Context: an optimization exercise on an open-source flow, tuned for small area, a short achievable clock period and few clock cycles per item. The choices shown serve that exercise and are no tape-out recipe. In this exercise RTL edits were held to simulation tests only and were not proved equivalent to the original. No driver is modelled on the clock port, so clock power and skew are understated where the tree is cut down; a real chip needs a root buffer or a tree. Power is estimated from default activity; no workload was simulated.

==> 09-09: inputs <==
==> flow/design.v (excerpt) <==
module bin2bcd(
    input clk,
    input reset,
    input start,               
    input [11:0] bin_in,       
    output reg [15:0] bcd_out,  
    output reg done             
);
    wire [11:0] x = bin_in;
    wire [13:0] s;          
    wire i_27, i_28, i_29, i_30, i_31, i_32, i_33, i_34, i_35, i_36, i_37, i_38, i_39, i_40, i_41, i_42, i_43, i_44, i_45, i_46, i_47, i_48, i_49, i_50, i_51, i_52, i_53, i_54, i_55, i_56, i_57, i_58, i_59, i_60, i_61, i_62, i_63, i_64, i_65, i_66, i_67, i_68, i_69, i_71, i_72, i_74, i_76, i_78, i_79, i_80, i_81, i_82, i_83, i_84, i_85, i_86, i_88, i_89, i_91, i_92, i_94;
    assign i_27 = ~x[9]& x[11];
    assign i_28 = x[8]& ~x[10];
    assign i_29 = i_27 & ~i_28;
    assign i_30 = x[9]& ~x[11];
    assign i_31 = ~x[8]& x[10];
    assign i_32 = i_30 & ~i_31;
    assign i_33 = ~i_29 & ~i_32;
    assign i_34 = ~x[7]& ~i_33;
    assign i_35 = ~x[10]& i_27;
    assign i_36 = x[10]& ~i_27;
    assign i_37 = ~x[8]& ~i_30;
    assign i_38 = i_36 & ~i_37;
    assign i_39 = ~i_35 & ~i_38;
    assign i_40 = x[8]& ~i_39;
    assign i_41 = ~x[8]& i_39;
    assign i_42 = ~i_40 & ~i_41;
    assign i_43 = i_34 & ~i_42;
    assign i_44 = ~i_33 & ~i_43;
    assign i_45 = i_36 & i_37;
    assign i_46 = x[8]& i_35;
    assign i_47 = ~i_45 & ~i_46;
    assign i_48 = ~i_44 & i_47;
    assign i_49 = ~x[7]& ~i_48;
    assign i_50 = ~i_42 & ~i_49;
    assign i_51 = ~i_34 & ~i_50;
    assign i_52 = ~x[6]& i_51;
    assign i_53 = x[7]& i_48;
    assign i_54 = ~i_49 & ~i_53;
    assign i_55 = i_52 & i_54;
    assign i_56 = x[7]& ~i_47;
    assign i_57 = ~i_43 & ~i_56;
    assign i_58 = x[6]& ~i_57;
    assign i_59 = ~i_55 & ~i_58;
    assign i_60 = i_51 & ~i_55;
  ...
clock: 5.0 ns
lec_check: 0
cap_margin: 20
core_area: 2.3 2.72 59.8 59.84
die_area: 0 0 62 62
place_density: 0.9
slew_margin: 20
standard.sh (not shown) runs the stock make flow with config.mk's settings and CLKGATE_MAP_FILE= SYNTH_SCRIPT=/design/flow/synth_recipe.tcl, a recipe that flattens the netlist after the stock synthesis.
==> flow/flow/run.sh <==
#!/bin/bash
# Own flow: the standard layout (standard.sh), with these changes:
#  - synthesis maps the logic with its own ABC scripts: flow/abc_in.script for
#    the logic before the registers, flow/abc_out.script for the logic after
#    them (flow/my_synth.tcl); Yosys does not extract half/full adders
#    (ADDER_MAP_FILE empty); everything else in synthesis is the standard
#    script (synth_recipe.tcl);
#  - ports are buffered with sky130_fd_sc_hd__buf_1 instead of the default buffer;
#  - after CTS, the clock tree is flattened to one buffer that drives all the
#    flip-flops (flow/flat_cts.tcl): the design has only 15 of them.
# Each tool's output goes to a log file of its own in the work folder.
set -euo pipefail
W=$(pwd)
F=$W/flow
R=$W/orfs/results/$FLOW_PLATFORM/bin2bcd/base
export MY_ABC_IN=$F/abc_in.script
export MY_ABC_OUT=$F/abc_out.script
export FLOW_SYNTH_TCL=$W/synth_recipe.tcl
make -C "$FLOW_HOME" DESIGN_CONFIG="$W/config.mk" WORK_HOME="$W/orfs" CLKGATE_MAP_FILE= \
  SYNTH_SCRIPT="$F/my_synth.tcl" ADDER_MAP_FILE= synth > "$W/synth.log" 2>&1
export BUFFER_PORTS_ARGS="-buffer_cell sky130_fd_sc_hd__buf_1"
bash standard.sh cts > "$W/layout_to_cts.log" 2>&1
CTS_ODB=$R/4_cts.odb CLK_NET=clk ROOT_BUF=sky130_fd_sc_hd__clkbuf_8 openroad -no_init -exit "$F/flat_cts.tcl" > "$W/flat_cts.log" 2>&1
bash standard.sh > "$W/layout.log" 2>&1
==> flow/flow/flat_cts.tcl <==
# Flatten the clock tree that CTS built into a single buffer: every clock sink
# is driven by the root clock buffer (the one the clock port drives); the
# other clock buffers and CTS's dummy clock loads are removed. Then the
# placement is legalised again.
read_db $::env(CTS_ODB)
set block [ord::get_db_block]
set clk [$block findNet $::env(CLK_NET)]
set root ""
foreach it [$clk getITerms] {
  if {[$it isInputSignal] || [[$it getMTerm] getSigType] eq "CLOCK" || [$it getIoType] eq "INPUT"} { set root [$it getInst] }
}
if {$root eq ""} { error "no root clock buffer" }
set rootnet ""
foreach it [$root getITerms] {
  if {[$it getIoType] eq "OUTPUT"} { set rootnet [$it getNet] }
}
puts "root buffer [$root getName] ([[$root getMaster] getName]) drives [$rootnet getName]"
set removed 0
set again 1
while {$again} {
  set again 0
  foreach it [$rootnet getITerms] {
    set inst [$it getInst]
    if {$inst eq $root} { continue }
    set m [[$inst getMaster] getName]
    if {![string match "sky130_fd_sc_hd__clkbuf_*" $m] && ![string match "sky130_fd_sc_hd__clkinv*" $m] && ![string match "sky130_fd_sc_hd__buf_*" $m] && ![string match "sky130_fd_sc_hd__inv*" $m]} { continue }
    # a buffer in the tree: move its sinks to the root net
    set out ""
    foreach jt [$inst getITerms] { if {[$jt getIoType] eq "OUTPUT"} { set out [$jt getNet] } }
    if {$out ne "" && $out ne "NULL"} {
      foreach jt [$out getITerms] {
        if {[$jt getInst] eq $inst} { continue }
        $jt disconnect
        $jt connect $rootnet
      }
      odb::dbNet_destroy $out
    }
    puts "removed [$inst getName] ($m)"
    odb::dbInst_destroy $inst
    incr removed
    set again 1
    break
  }
}
if {[info exists ::env(ROOT_BUF)]} {
  set master [[ord::get_db] findMaster $::env(ROOT_BUF)]
  $root swapMaster $master
  puts "root buffer is now $::env(ROOT_BUF)"
}
set n 0
foreach it [$rootnet getITerms] { incr n }
puts "removed $removed clock tree cells; root net has $n pins"
detailed_placement
check_placement
write_db $::env(CTS_ODB)
Other scripts of this flow, unchanged in this note and not shown: flow/flow/abc_in.script, flow/flow/abc_out.script, flow/flow/my_synth.tcl
==> 12-22: changes against 09-09 <==
--- a/flow/flow/run.sh
+++ b/flow/flow/run.sh
@@ -7,5 +7,3 @@
 #    script (synth_recipe.tcl);
-#  - ports are buffered with sky130_fd_sc_hd__buf_1 instead of the default buffer;
-#  - after CTS, the clock tree is flattened to one buffer that drives all the
-#    flip-flops (flow/flat_cts.tcl): the design has only 15 of them.
+#  - ports are buffered with sky130_fd_sc_hd__buf_1 instead of the default buffer.
 # Each tool's output goes to a log file of its own in the work folder.
@@ -14,3 +12,2 @@
 F=$W/flow
-R=$W/orfs/results/$FLOW_PLATFORM/bin2bcd/base
 export MY_ABC_IN=$F/abc_in.script
@@ -21,4 +18,2 @@
 export BUFFER_PORTS_ARGS="-buffer_cell sky130_fd_sc_hd__buf_1"
-bash standard.sh cts > "$W/layout_to_cts.log" 2>&1
-CTS_ODB=$R/4_cts.odb CLK_NET=clk ROOT_BUF=sky130_fd_sc_hd__clkbuf_8 openroad -no_init -exit "$F/flat_cts.tcl" > "$W/flat_cts.log" 2>&1
 bash standard.sh > "$W/layout.log" 2>&1
- PLACE_DENSITY: 0.9 -> not set
- SETUP_SLACK_MARGIN: not set -> 1.3
removed: flow/flow/flat_cts.tcl
==> qor summary <==
quantity	12-22	09-09
Run status	complete, no violations	complete, no violations
Total power of the final layout	728 uW	608 uW
Largest net degree at the start of global routing	9	16
Detailed Route Iter0 Violations	43	59
NonClk Buf Share	0.126	0.0895
Number of signal-net buffers in the layout	39	30
Critical Path Sink	bcd_out[9]	bcd_out[5]
Wire length of the first global-routing pass	3.25 mm	3.19 mm
Standard cell with the maximum stage delay on the critical path	sky130_fd_sc_hd__dfxtp_2	sky130_fd_sc_hd__dfxtp_1
Clock buffer cells	4	1
Sequential fraction of design power	0.206	0.242
Routed via count	1139	1125
Met1 track utilization from global routing	0.131	0.136
Number of nets in the layout	233	222
GRT met2 Usage	0.192	0.222
Max Fclk	0.284 GHz	0.276 GHz
Testbench counts of 09-09, summed over its fixed seeds: cycles 3,200, conversions 3,200.
Testbench counts of 12-22, summed over its fixed seeds: cycles 3,200, conversions 3,200.

-- separate check: timing with driven ports --
The results above use ideal ports. As a check the final layouts listed here were re-extracted and re-timed, cells and wires unchanged.
Step 1 (the two cells are an assumption about what drives the block):
set clk [get_ports {clk}]
set_driving_cell -lib_cell sky130_fd_sc_hd__clkbuf_16 $clk
set_driving_cell -lib_cell sky130_fd_sc_hd__buf_2 [delete_from_list [all_inputs] $clk]
Step 2 adds t to the input delays and takes it off the output delays; t is the mean of the earliest and latest rising clock arrival at the registers after step 1. Input paths then give back, and output paths get back, about the clock's delay inside the block.
Slacks: ideal ports / drivers / drivers and shift; pairs: ideal ports / drivers.
| run | t, ns | setup WS [ns] | worst setup path after step 2 | latest minus earliest clock arrival (ns) |
|---|---|---|---|---|
| 09-09 | 0.163 | 1.382 / 1.361 / 1.453 | input to register | 0.001 / 0.001 |
| 12-22 | 0.287 | 1.475 / 1.454 / 1.517 | input to register | 0.003 / 0.004 |
After both steps every run listed still meets setup and hold.
